Context: an optimization exercise on an open-source flow, tuned for small area, a short achievable clock period and few clock cycles per item. The choices shown serve that exercise and are no tape-out recipe.
Where RTL was checked, it was by simulation tests only, not by an equivalence proof against the original.

Setup of raven:
## chacha20
module chacha20(input wire clock,
                input wire reset,  
                input wire start,
                input  wire [255:0] key,
                input  wire [63:0] index,  
                input  wire [63:0] nonce,
                output reg done,
                output wire [511:0] out);
    function automatic [31:0] LE32(input [31:0] a);
        LE32 = {a[7:0], a[15:8], a[23:16], a[31:24]};
    endfunction
    function automatic [31:0] ADD(input [31:0] a, input [31:0] b);
        reg [31:0] p, g, pp, gg, c;
        begin
        p = a ^ b; g = a & b; pp = p; gg = g;
        gg[31] = gg[31] | (pp[31] & gg[30]); pp[31] = pp[31] & pp[30];
        gg[29] = gg[29] | (pp[29] & gg[28]); pp[29] = pp[29] & pp[28];
        gg[27] = gg[27] | (pp[27] & gg[26]); pp[27] = pp[27] & pp[26];
        gg[25] = gg[25] | (pp[25] & gg[24]); pp[25] = pp[25] & pp[24];
        gg[23] = gg[23] | (pp[23] & gg[22]); pp[23] = pp[23] & pp[22];
        gg[21] = gg[21] | (pp[21] & gg[20]); pp[21] = pp[21] & pp[20];
        gg[19] = gg[19] | (pp[19] & gg[18]); pp[19] = pp[19] & pp[18];
        gg[17] = gg[17] | (pp[17] & gg[16]); pp[17] = pp[17] & pp[16];
        gg[15] = gg[15] | (pp[15] & gg[14]); pp[15] = pp[15] & pp[14];
        gg[13] = gg[13] | (pp[13] & gg[12]); pp[13] = pp[13] & pp[12];
        gg[11] = gg[11] | (pp[11] & gg[10]); pp[11] = pp[11] & pp[10];
        gg[9] = gg[9] | (pp[9] & gg[8]); pp[9] = pp[9] & pp[8];
        gg[7] = gg[7] | (pp[7] & gg[6]); pp[7] = pp[7] & pp[6];
        gg[5] = gg[5] | (pp[5] & gg[4]); pp[5] = pp[5] & pp[4];
        gg[3] = gg[3] | (pp[3] & gg[2]); pp[3] = pp[3] & pp[2];
        gg[1] = gg[1] | (pp[1] & gg[0]); pp[1] = pp[1] & pp[0];
        gg[31] = gg[31] | (pp[31] & gg[29]); pp[31] = pp[31] & pp[29];
        gg[30] = gg[30] | (pp[30] & gg[29]); pp[30] = pp[30] & pp[29];
        gg[27] = gg[27] | (pp[27] & gg[25]); pp[27] = pp[27] & pp[25];
        gg[26] = gg[26] | (pp[26] & gg[25]); pp[26] = pp[26] & pp[25];
  ...
For scale: roughly 6200 cells after synthesis, about 0.051 sq mm of cells after synthesis.
clock: 14.0 ns
lec_check: 0
cap_margin: 15
core_margin: 2
core_utilization: 35
gpl_routability_driven: 0
setup_slack_margin: 2.5
slew_margin: 15
standard.sh (not shown) runs the stock make flow with config.mk's settings and CLKGATE_MAP_FILE= SYNTH_SCRIPT=/design/flow/synth_recipe.tcl, a recipe that flattens the netlist after the stock synthesis.
==> flow/flow/run.sh <==
#!/bin/bash
# The standard layout, with three changes: the port buffers are the smallest
# buffer cell; after global placement each output port's buffer is moved next
# to the flip-flop that drives it, so the long wire to the pin hangs on the
# buffer and not on the flip-flop; and the clock tree has no dummy loads.
set -euo pipefail
export BUFFER_PORTS_ARGS="-buffer_cell sky130_fd_sc_hd__buf_1"
export CTS_ARGS="-sink_clustering_enable -repair_clock_nets -sink_clustering_size 30 -sink_clustering_max_diameter 80 -dont_use_dummy_load"
R=orfs/results/$FLOW_PLATFORM/chacha20/base
bash standard.sh "$PWD/$R/3_3_place_gp.odb" > standard_flow_place.log 2>&1
openroad -no_init -exit flow/move_obufs.tcl > move_obufs.log 2>&1
bash standard.sh > standard_flow.log 2>&1
==> flow/flow/move_obufs.tcl <==
# Move each output port buffer onto the flip-flop that drives it; detailed
# placement legalizes the positions later.
set odb orfs/results/$::env(FLOW_PLATFORM)/chacha20/base/3_3_place_gp.odb
read_db $odb
set block [ord::get_db_block]
set moved 0
foreach inst [$block getInsts] {
  if {![string match "output*" [$inst getName]]} continue
  set a [$inst findITerm A]
  if {$a eq "NULL"} continue
  set net [$a getNet]
  set drv ""
  foreach it [$net getITerms] { if {[$it isOutputSignal]} { set drv [$it getInst] } }
  if {$drv eq ""} continue
  lassign [$drv getLocation] x y
  $inst setLocation $x $y
  incr moved
}
puts "moved $moved output buffers"
write_db $odb
raven has completed all stages; timing, DRC and antenna checks passed.
Testbench counts of raven, summed over its fixed seeds: cycles 5,376, blocks 256.
Changes in quartz relative to raven:
Settings: changing CAP_MARGIN from 15 to 20; changing SLEW_MARGIN from 15 to 20.
## What came out
- Of the two values seen for slowest library cell on the worst path, sky130_fd_sc_hd__fa_2 was produced by raven and sky130_fd_sc_hd__xor2_1 by quartz.
- Worst path arrival time for quartz: 150 ps up relative to raven
- Worst slew margin relative to its limit (higher): raven
- quartz reports a higher fraction of the cycle the final worst path needs than raven does.
- On register share of the cell area, raven tracks quartz almost exactly.
- Setup slack: quartz less than raven
- quartz reports its worst setup path startpoint as y[5][11]$_DFF_P_ while raven reports y[4][0]$_DFF_P_.
- The final reports for quartz and raven show first-iteration detailed-routing DRC count lower in the former.
- For maximum number of pins on one net before global-route repair, quartz and raven come out practically identical.
- Diff raven -> quartz: worst-case hold slack moved down, setup slack after placement saw an increase, placed cell area essentially unchanged.

---

== wip/onyx ==
Starting RTL as in the previous note.
// chacha20
module chacha20(input wire clock,
                input wire reset,  
                input wire start,
                input  wire [255:0] key,
                input  wire [63:0] index,  
                input  wire [63:0] nonce,
                output reg done,
                output wire [511:0] out);
Settings: LEC_CHECK=0, CAP_MARGIN=15, CORE_MARGIN=2, CORE_UTILIZATION=35, GPL_ROUTABILITY_DRIVEN=0, SETUP_SLACK_MARGIN=2.75, SLEW_MARGIN=15; clock period 14.0 ns.
Scripts as last shown in full above: flow/flow/run.sh, flow/flow/move_obufs.tcl
wip/onyx finished all stages; layout check result: FAIL, due to max-capacitance violations.
Testbench counts of wip/onyx, summed over its fixed seeds: cycles 5,376, blocks 256.
What wip/nickel does differently from wip/onyx at the input level:
Settings: SETUP_SLACK_MARGIN changed from 2.75 to 2.5; MIN_ROUTING_LAYER newly set to met2.
[summary]
wip/nickel: GRT-0116 in global routing (5_1_grt) -> run aborted. wip/onyx → wip/nickel: fraction of the mapped netlist area in adder cells held steady, complex-gate fraction of the synthesized area held steady. Average footprint of a synthesized cell essentially unchanged between wip/onyx and wip/nickel. wip/onyx -> wip/nickel: estimated wirelength of the detail-placed design delta 0, exact match. Measured against wip/nickel, the post-cts sizing count of wip/onyx comes out at 1.2 times the reference value. Re portion of the post-synthesis area used by sequential elements: no difference whatsoever between wip/nickel and wip/onyx. Changes observed in wip/nickel relative to wip/onyx: synthesized cell count ~0 delta; height of the chip ~0 delta; number of sinks driven by the clock tree ~0 delta; total setup buffers inserted after CTS -20.
The inputs of wip/juniper differ from those of wip/nickel as listed below.
Settings: MIN_ROUTING_LAYER removed (was met2); SETUP_SLACK_MARGIN changed from 2.5 to 2.25; GPL_ROUTABILITY_DRIVEN removed (was 0).
--- outcome ---
- Sort wip/nickel and wip/juniper by estimated wirelength of the detail-placed design asc -> top: wip/nickel
- From wip/nickel to wip/juniper, share of flip-flops with an asynchronous set or reset did not move at all.
- Cell total after placement sits higher in wip/juniper than in wip/nickel.
- In wip/juniper, TritonCTS buffer count is higher than in wip/nickel.
- Having completed the whole flow, wip/juniper delivered a layout that passed the timing, design-rule and antenna checks.
- Taking wip/nickel as the reference, in wip/juniper number of gates given a new drive strength after cts has decreased; placed standard-cell area has increased; post-CTS repair timing setup buffer count has decreased.
> inputs changed (wip/juniper -> wip/sierra)
Settings: a change of SETUP_SLACK_MARGIN from 2.25 to 3; an added GPL_ROUTABILITY_DRIVEN of 0.
### Flow results
- Slew at the pin with the worst max-slew slack up 850 ps in wip/sierra wrt wip/juniper
- Looking only at post-placement worst setup slack, and setting everything else aside, the higher value of wip/sierra and wip/juniper goes to wip/sierra.
- Fraction of standard cell area in multi-input logic (lower): wip/juniper
- To summarise wip/sierra: no stage aborted, but the layout did not pass its checks, failing on max-capacitance violations, max-slew violations.
- In wip/sierra, the ratio of cells with drive above 1 in the final layout came out 3.3 points above the value in wip/juniper.
- Min detailed-router iteration count before antenna repair across wip/sierra and wip/juniper: wip/juniper
- Worst hold slack in wip/sierra is 12 ps below wip/juniper.

---

Another version of the RTL of chacha20 (not shown whole).
## chacha20
module chacha20(input wire clock,
                input wire reset,  
                input wire start,
                input  wire [255:0] key,
                input  wire [63:0] index,  
                input  wire [63:0] nonce,
                output reg done,
                output wire [511:0] out);
clock: 14.0 ns
lec_check: 0
cap_margin: 20
core_margin: 2
core_utilization: 35
cts_cluster_diameter: 80
cts_cluster_size: 30
setup_slack_margin: 3
slew_margin: 20
==> flow/flow/run.sh <==
#!/bin/bash
# The standard layout, with the port buffers made from the smallest buffer cell.
set -euo pipefail
export BUFFER_PORTS_ARGS="-buffer_cell sky130_fd_sc_hd__buf_1"
bash standard.sh > standard_flow.log 2>&1
==> next run, changes <==
--- a/flow/config.mk
+++ b/flow/config.mk
@@ -13 +13 @@
-export SETUP_SLACK_MARGIN = 3
+export SETUP_SLACK_MARGIN = 2
Sequential share of layout area grows by 0.49 points; worst hold slack loses 0.0086 ns; setup slack gains 0.32 ns; design area shrinks by a few percent; cell count shrinks slightly; clock skew grows by 0.015 ns; die area stays the same; register-to-register slack gains 0.32 ns; core utilization shrinks by 1.5 points; wire length shrinks by a few percent.
Function was not checked in any run of this note: the RTL went through the layout flow alone.

---

## v32
Another version of the RTL of chacha20 (not shown whole).
For scale: about 520 flip-flops, ~900 I/O pins, roughly 51000 sq um of cells after synthesis.
clock: 14.0 ns
lec_check: 0
cap_margin: 20
core_margin: 2
core_utilization: 35
cts_cluster_diameter: 80
cts_cluster_size: 30
setup_slack_margin: 2.25
slew_margin: 20
Scripts as last shown in full above: flow/flow/run.sh
v32 completed; timing, DRC and antenna clean
Testbench counts of v32, summed over its fixed seeds: cycles 5,376, blocks 256.
Input-level comparison between v42 and v32:
- SETUP_SLACK_MARGIN now 2, was 2.25
--- outcome ---
Lower longest individual stage delay on the worst path goes to v32 over v42. Taking v32 as the reference, in v42 count of cells resized by post-cts repair dropped 24%.
Modified inputs, v14 compared to v42
- a change of CORE_UTILIZATION from 35 to 40
Notes after the runs:
On clock-pin slew of the registers on the worst-case setup and hold paths: between v14 and v42, it ends up higher for v14.
v42 → v14: multi-input gate share of total cell area has decreased, highest clock rate has decreased, violation count after the first detailed-route iteration has increased.

---

## run 1
chacha20, a different RTL version from the one above (not shown whole).
Size: ~6300 cells after synthesis, ~520 flip-flops, roughly 53000 sq um of cells after synthesis.
Settings: LEC_CHECK=0, CAP_MARGIN=15, CORE_MARGIN=2, CORE_UTILIZATION=35, GPL_ROUTABILITY_DRIVEN=0, SETUP_SLACK_MARGIN=2.5, SLEW_MARGIN=15; clock period 14.0 ns.
==> flow/flow/run.sh <==
#!/bin/bash
# The standard layout, with three changes: the port buffers are the smallest
# buffer cell; after global placement each output port's buffer is moved next
# to the flip-flop that drives it, so the long wire to the pin hangs on the
# buffer and not on the flip-flop; and the clock tree has no dummy loads.
set -euo pipefail
export BUFFER_PORTS_ARGS="-buffer_cell sky130_fd_sc_hd__buf_1"
export CTS_ARGS="-sink_clustering_enable -repair_clock_nets -sink_clustering_size 30 -sink_clustering_max_diameter 80 -dont_use_dummy_load"
R=orfs/results/$FLOW_PLATFORM/chacha20/base
bash standard.sh "$PWD/$R/3_3_place_gp.odb" > standard_flow_place.log 2>&1
openroad -no_init -exit flow/move_obufs.tcl > move_obufs.log 2>&1
bash standard.sh > standard_flow.log 2>&1
Scripts as last shown in full above: flow/flow/move_obufs.tcl
Run 1: done, clean on timing, DRC and antenna
Testbench counts of run 1, summed over its fixed seeds: cycles 5,376, blocks 256.
Edits applied to the flow inputs when going from run 1 to run 2:
- SLEW_MARGIN: 15 -> 10
- CAP_MARGIN: 15 -> 10
- SETUP_SLACK_MARGIN: 2.5 -> 2
- GPL_ROUTABILITY_DRIVEN: 0 -> unset
- CTS_CLUSTER_DIAMETER: unset -> 80
- CTS_CLUSTER_SIZE: unset -> 30
==> flow/flow/run.sh <==
#!/bin/bash
# The standard layout, with the port buffers made from the smallest buffer cell,
# and power recovery (downsizing of gates off the critical paths) after global routing.
set -euo pipefail
export BUFFER_PORTS_ARGS="-buffer_cell sky130_fd_sc_hd__buf_1"
export RECOVER_POWER=100
bash standard.sh > standard_flow.log 2>&1
removed: flow/flow/move_obufs.tcl
## What came out
Nothing crashed in run 2 and all stages finished; the problem is that the final layout failed, the offending checks being capacitance limit, slew limit. Run 1 finished every step from synthesis to the final layout, and the layout passed the timing, design-rule and antenna checks. The run showing the smaller time the final worst path needs with I/O delays and setup is run 1. Diff run 1 -> run 2: cell count after placement went up by about 0.64%; worst-case clock skew went down by 61 ps; max-cap check violation count went up by 1; fraction of area in multi-input gates went down by 1.2 points; slack of the critical path went down by 850 ps. On placed cell area, the higher figure sits with run 2, not run 1. Against run 1, run 2 reports a fmax that is lower. Summary — final cell area excluding filler cells, run 2 relative to run 1: lower, by 530 sq um. Where final routed wirelength across all metal layers is concerned, run 1 is outperformed by run 2. Run 2 contains fewer vias than run 1.
[inputs] run 3 vs run 2
- swapping 2 for 2.5 in SETUP_SLACK_MARGIN
==> flow/flow/run.sh <==
#!/bin/bash
# The standard layout, with the port buffers made from the smallest buffer cell.
set -euo pipefail
export BUFFER_PORTS_ARGS="-buffer_cell sky130_fd_sc_hd__buf_1"
bash standard.sh > standard_flow.log 2>&1
Findings:
Run 3 did not stop at any stage, and its layout met the timing, design-rule and antenna checks. Compared with run 2, run 3 shows reported max-cap violation count lower by 1. Delta (run 3 minus run 2): total inserted antenna cells climbed 4, post-detailed-route via-to-cell ratio barely changed, area overhead of the layout relative to synthesis climbed 3.8 points.
> inputs changed (run 3 -> run 4)
- SLEW_MARGIN changed from 10 to 20
- SETUP_SLACK_MARGIN changed from 2.5 to 2
- CAP_MARGIN changed from 10 to 30
[summary]
Run 4 ran to completion and came out clean on the timing, design-rule and antenna checks.
Run 3 went all the way through synthesis, placement and routing and the layout is clean on timing, DRC and antenna.
[compare] base=run 3 new=run 4: mean number of vias per cell held, proportion of cell area occupied by registers went up 0.39 points, critical path depth in cells went down 5, clock latency of the later-clocked register in the worst-skew pair held.
Comparing run 3 and run 4, the higher slew at the pin with the worst max-slew slack is on run 3.
Input changes introduced in run 5 (baseline for comparison: run 4):
- a change of SLEW_MARGIN from 20 to 10
- a change of CAP_MARGIN from 30 to 10
Notes after the runs:
Run 5 ran to completion and came out clean on the timing, design-rule and antenna checks.
Looking at run 5 and run 4, the growth of design area from synthesis to finish is a wash.
Final area of run 4 is on par with run 5.
Via count: run 5 vs run 4, no meaningful difference
Summary of run 5 over run 4: overall routed net length neither gained nor lost much; number of antenna cells inserted lost 9; transition time at the pin with the least slew margin picked up an extra 190 ps.

---

before:
RTL: one of the versions met above, not the one the previous note started from.
Size in the first run: ~6,200 cells after synthesis, ~900 I/O pins, ~0.051 mm2 of cells after synthesis.
clock: 14.0 ns
lec_check: 0
cap_margin: 15
core_margin: 2
core_utilization: 35
gpl_routability_driven: 0
setup_slack_margin: 2.45
slew_margin: 15
==> flow/flow/run.sh <==
#!/bin/bash
# The standard layout, with three changes: the port buffers are the smallest
# buffer cell; after global placement each output port's buffer is moved next
# to the flip-flop that drives it, so the long wire to the pin hangs on the
# buffer and not on the flip-flop; and the clock tree has no dummy loads.
set -euo pipefail
export BUFFER_PORTS_ARGS="-buffer_cell sky130_fd_sc_hd__buf_1"
export CTS_ARGS="-sink_clustering_enable -repair_clock_nets -sink_clustering_size 30 -sink_clustering_max_diameter 80 -dont_use_dummy_load"
R=orfs/results/$FLOW_PLATFORM/chacha20/base
bash standard.sh "$PWD/$R/3_3_place_gp.odb" > standard_flow_place.log 2>&1
openroad -no_init -exit flow/move_obufs.tcl > move_obufs.log 2>&1
bash standard.sh > standard_flow.log 2>&1
==> flow/flow/move_obufs.tcl <==
# Move each output port buffer onto the flip-flop that drives it; detailed
# placement legalizes the positions later.
set odb orfs/results/$::env(FLOW_PLATFORM)/chacha20/base/3_3_place_gp.odb
read_db $odb
set block [ord::get_db_block]
set moved 0
foreach inst [$block getInsts] {
  if {![string match "output*" [$inst getName]]} continue
  set a [$inst findITerm A]
  if {$a eq "NULL"} continue
  set net [$a getNet]
  set drv ""
  foreach it [$net getITerms] { if {[$it isOutputSignal]} { set drv [$it getInst] } }
  if {$drv eq ""} continue
  lassign [$drv getLocation] x y
  $inst setLocation $x $y
  incr moved
}
puts "moved $moved output buffers"
write_db $odb
Testbench counts of before, summed over its fixed seeds: cycles 5,376, blocks 256.
### before -> after
# before
export LEC_CHECK = 0
export CAP_MARGIN = 15
export CORE_MARGIN = 2
export CORE_UTILIZATION = 35
export GPL_ROUTABILITY_DRIVEN = 0
export SETUP_SLACK_MARGIN = 2.45
export SLEW_MARGIN = 15
create_clock -name core_clock -period 14.0 [get_ports {clock}]
# after
export LEC_CHECK = 0
export CAP_MARGIN = 15
export CORE_MARGIN = 2
export CORE_UTILIZATION = 40
export GPL_ROUTABILITY_DRIVEN = 0
export SETUP_SLACK_MARGIN = 2.5
export SLEW_MARGIN = 15
create_clock -name core_clock -period 14.0 [get_ports {clock}]
Results
- after vs. before: sequential cell area share dropped 0.17 points, total iterations of the first detailed-routing run now larger.
- Run comparison: after termination of the worst setup path y[6][6]$_DFF_P_; before termination of the worst setup path y[4][10]$_DFF_P_
- Having completed the whole flow, before delivered a layout that passed the timing, design-rule and antenna checks.
- after: all stages done; final checks FAILED (capacitance limit, slew limit).
- after against before: fraction of area in multi-input gates closely matched the old numbers.

## what the ideal ports hide
In the flow no input, the clock included, has a driving cell. The finished layouts below were timed again as built, in two steps.
Step 1, drivers: a clkbuf_16 drives clock and a buf_2 each remaining input, both assumed.
Step 2, shift: input delay + t, output delay - t, t = (earliest + latest rising clock arrival at the registers) / 2. This alone moves slack from input paths to output paths.
Slacks: ideal / step 1 / step 2; pairs: ideal / step 1.
run	t, ns	setup slack, ns	worst hold slack (ns)	worst slew at a driven data input, ns	cell pins on the clock port's net
raven	0.759	2.549 / 2.549 / 2.549	0.592 / 0.592 / 0.592	0.27	1
quartz	0.779	2.391 / 2.391 / 2.391	0.587 / 0.587 / 0.587	0.26	1
wip/onyx	0.756	2.454 / 2.454 / 2.454	0.590 / 0.590 / 0.590	0.25	1
wip/juniper	0.800	2.446 / 2.446 / 2.446	0.597 / 0.597 / 0.597	0.27	1
wip/sierra	0.749	1.855 / 1.855 / 1.855	0.586 / 0.586 / 0.586	0.29	1
the first run of note 3	0.822	1.717 / 1.717 / 1.717	0.601 / 0.601 / 0.601	0.19	1
the second run of note 3	0.803	2.041 / 2.041 / 2.041	0.592 / 0.592 / 0.592	0.21	1
v32	0.810	2.317 / 2.317 / 2.317	0.615 / 0.615 / 0.615	0.30	1
v42	0.806	2.193 / 2.193 / 2.193	0.608 / 0.608 / 0.608	0.27	1
v14	0.805	2.046 / 2.046 / 2.046	0.575 / 0.575 / 0.575	0.20	1
run 1	0.753	2.076 / 2.076 / 2.076	0.581 / 0.581 / 0.581	0.25	1
run 2	0.800	1.226 / 1.226 / 1.001	0.578 / 0.578 / 0.578	0.26	1
run 3	0.811	2.556 / 2.556 / 2.556	0.578 / 0.578 / 0.578	0.26	1
run 4	0.799	2.138 / 2.138 / 2.138	0.577 / 0.577 / 0.577	0.23	1
run 5	0.803	2.194 / 2.194 / 2.194	0.579 / 0.579 / 0.579	0.25	1
before	0.754	2.435 / 2.435 / 2.435	0.589 / 0.589 / 0.589	0.24	1
after	0.780	2.329 / 2.329 / 2.329	0.585 / 0.585 / 0.585	0.24	1
For run 2, which loses most, drivers alone change the setup slack by 0.000 ns; drivers and shift together by -0.225 ns.
